Background: an optimization exercise with open tools, aiming at small area and a short achievable clock period. Do not read the settings as production practice. RTL that was checked went through simulation tests only; none was proved equivalent to the original.

== old ==
==> module bf_prefix, before the edit <==
module bf_prefix(
    input  [12:0] g,
    input  [12:0] p,
    input  cin,
    output [12:0] c
);
    wire [12:0] g0 = {g[12:1], g[0] | (p[0] & cin)};
    wire [12:0] gl [0:4];
    wire [12:0] pl [0:4];
    assign gl[0] = g0;
    assign pl[0] = p;
    genvar l, i;
    generate for (l = 0; l < 4; l = l + 1) begin : lv
        for (i = 0; i < 13; i = i + 1) begin : b
            localparam integer d = (l == 0) ? 1 : (1 << l);
            if ((i % 2 == 1) && (i >= d + (l == 0 ? 0 : 1))) begin
                assign gl[l+1][i] = gl[l][i] | (pl[l][i] & gl[l][i-d]);
                assign pl[l+1][i] = pl[l][i] & pl[l][i-d];
            end else begin
                assign gl[l+1][i] = gl[l][i];
                assign pl[l+1][i] = pl[l][i];
            end
        end
    end endgenerate
    wire [12:0] gf;
    generate for (i = 0; i < 13; i = i + 1) begin : f
        if (i % 2 == 0 && i >= 2) assign gf[i] = g0[i] | (p[i] & gl[4][i-1]);
        else                      assign gf[i] = gl[4][i];
    end endgenerate
    assign c = {gf[11:0], cin};
endmodule
export LEC_CHECK = 0
export CAP_MARGIN = 20
export CORE_MARGIN = 2
export CORE_UTILIZATION = 40
export CTS_CLUSTER_DIAMETER = 100
export CTS_CLUSTER_SIZE = 30
export SETUP_SLACK_MARGIN = 4.2
export SLEW_MARGIN = 20
create_clock -name core_clock -period 7.0 [get_ports {clk}]
run.sh (not shown) runs the stock make flow with config.mk's settings and CLKGATE_MAP_FILE= SYNTH_SCRIPT=/design/flow/synth_recipe.tcl, a recipe that flattens the netlist after the stock synthesis.
Relative to old, the following input files were edited for new:
==> flow/design.v, changed modules only <==
module bf_prefix(
    input  [12:0] g,
    input  [12:0] p,
    input  cin,
    output [12:0] c
);
    wire [12:0] g0 = {g[12:1], g[0] | (p[0] & cin)};
    wire [12:0] g1, p1, g2, p2, g3, p3, g4;
    genvar i;
    generate for (i = 0; i < 13; i = i + 1) begin : l
        if (i >= 1) begin
            assign g1[i] = g0[i] | (p[i] & g0[i-1]);
            assign p1[i] = p[i] & p[i-1];
        end else begin
            assign g1[i] = g0[i];
            assign p1[i] = p[i];
        end
        if (i >= 2) begin
            assign g2[i] = g1[i] | (p1[i] & g1[i-2]);
            assign p2[i] = p1[i] & p1[i-2];
        end else begin
            assign g2[i] = g1[i];
            assign p2[i] = p1[i];
        end
        if (i >= 4) begin
            assign g3[i] = g2[i] | (p2[i] & g2[i-4]);
            assign p3[i] = p2[i] & p2[i-4];
        end else begin
            assign g3[i] = g2[i];
            assign p3[i] = p2[i];
        end
        if (i >= 8) assign g4[i] = g3[i] | (p3[i] & g3[i-8]);
        else        assign g4[i] = g3[i];
    end endgenerate
    assign c = {g4[11:0], cin};
endmodule
==> comparison <==
Termination of the worst setup path = s1_d5[11]$_DFF_P_: new; termination of the worst setup path = s1_d5[24]$_DFF_P_: old
new has non-clock buffer instance count of the final layout below what old had.
Across both runs, met1 wire length was higher for new than for old.
As far as effective utilization at floorplan is concerned, new and old perform about the same.
Area of the mapped netlist sits higher in new than in old.
Sequential area share after synthesis for new is lower than for old.
new ended with more synthesized net count than old.
Cmp new and old / number of antenna violations at the first check in global routing / higher: new
For old, only the layout was checked, not whether the RTL still works.

## 10-10
Starting RTL as in the previous note.
clock: 7.0 ns
lec_check: 0
cap_margin: 20
core_margin: 2
core_utilization: 50
cts_cluster_diameter: 100
cts_cluster_size: 30
place_density: 0.7
setup_slack_margin: 4.2
slew_margin: 20
Changes in 05-01 relative to 10-10:
-- flow/design.v --
<<< 10-10, line 164
    generate for (l = 0; l < 4; l = l + 1) begin : lv
        for (i = 0; i < 13; i = i + 1) begin : b
            localparam integer d = (l == 0) ? 1 : (1 << l);
            if ((i % 2 == 1) && (i >= d + (l == 0 ? 0 : 1))) begin
                assign gl[l+1][i] = gl[l][i] | (pl[l][i] & gl[l][i-d]);
                assign pl[l+1][i] = pl[l][i] & pl[l][i-d];
            end else begin
                assign gl[l+1][i] = gl[l][i];
>>> 05-01, line 164
    generate for (l = 0; l < 4; l = l + 1) begin : lv
        for (i = 0; i < 13; i = i + 1) begin : b
            if ((i >> l) & 1) begin
                localparam integer j = ((i >> l) << l) - 1;
                assign gl[l+1][i] = gl[l][i] | (pl[l][i] & gl[l][j]);
                assign pl[l+1][i] = pl[l][i] & pl[l][j];
            end else begin
                assign gl[l+1][i] = gl[l][i];
<<< 10-10, line 174
        end
    end endgenerate
    wire [12:0] gf;
    generate for (i = 0; i < 13; i = i + 1) begin : f
        if (i % 2 == 0 && i >= 2) assign gf[i] = g0[i] | (p[i] & gl[4][i-1]);
        else                      assign gf[i] = gl[4][i];
    end endgenerate
    assign c = {gf[11:0], cin};
endmodule
module twiddle_factor(
>>> 05-01, line 174
        end
    end endgenerate
    assign c = {gl[4][11:0], cin};
endmodule
module twiddle_factor(
Findings:
- 05-01 vs 10-10: number of cells after detailed placement down
- Setup fix buffers added after clock tree synthesis was higher in 05-01 than in 10-10.
- Comparing 05-01 and 10-10, the higher worst hold slack is on 05-01.
- Synthesized cell count is higher on 10-10
- 10-10 reached the final stage; the timing, DRC and antenna checks on its layout passed.
- 05-01 finished end to end and its layout was clean on timing, DRC and antenna.
- Summary of 05-01 over 10-10: least setup slack across all paths after layout has decreased; synthesis-to-layout area growth higher; number of register bits inferred by synthesis ~0 delta; share of the clock period used by the worst path after layout has increased.
- [05-01 vs 10-10] site row count: lower in 05-01
- Compared with 10-10, 05-01 improves worst slack after detailed placement.
Function was not checked in any run of this note: the RTL went through the layout flow alone.

[afterwards: timing with drivers on the ports]
The results above use ideal ports. As a check the final layouts listed here were re-extracted and re-timed, cells and wires unchanged.
Step 1: set_driving_cell puts a clkbuf_16 on clk and a buf_2 on each other input, an assumption about the parent block.
Step 2 times the ports against the registers' clock, not the clock port: input delays grow and output delays shrink by t, the midpoint of the rising clock arrivals with the driver on.
Slacks: no drivers / after step 1 / after step 2; pairs: no drivers / after step 1.
| run | t (ns) | setup WS [ns] | worst data-port slew with drivers (ns) |
|---|---|---|---|
| old | 0.650 | 4.232 / 4.232 / 3.880 | 0.08 |
| new | 0.643 | 4.260 / 4.260 / 3.922 | 0.09 |
| 10-10 | 0.691 | 4.226 / 4.226 / 3.884 | 0.06 |
| 05-01 | 0.680 | 3.946 / 3.946 / 3.751 | 0.08 |
After both steps setup and hold are still met in every run listed. The setup slack of old, which loses most, moves by 0.000 ns with the drivers and by -0.352 ns with both steps.
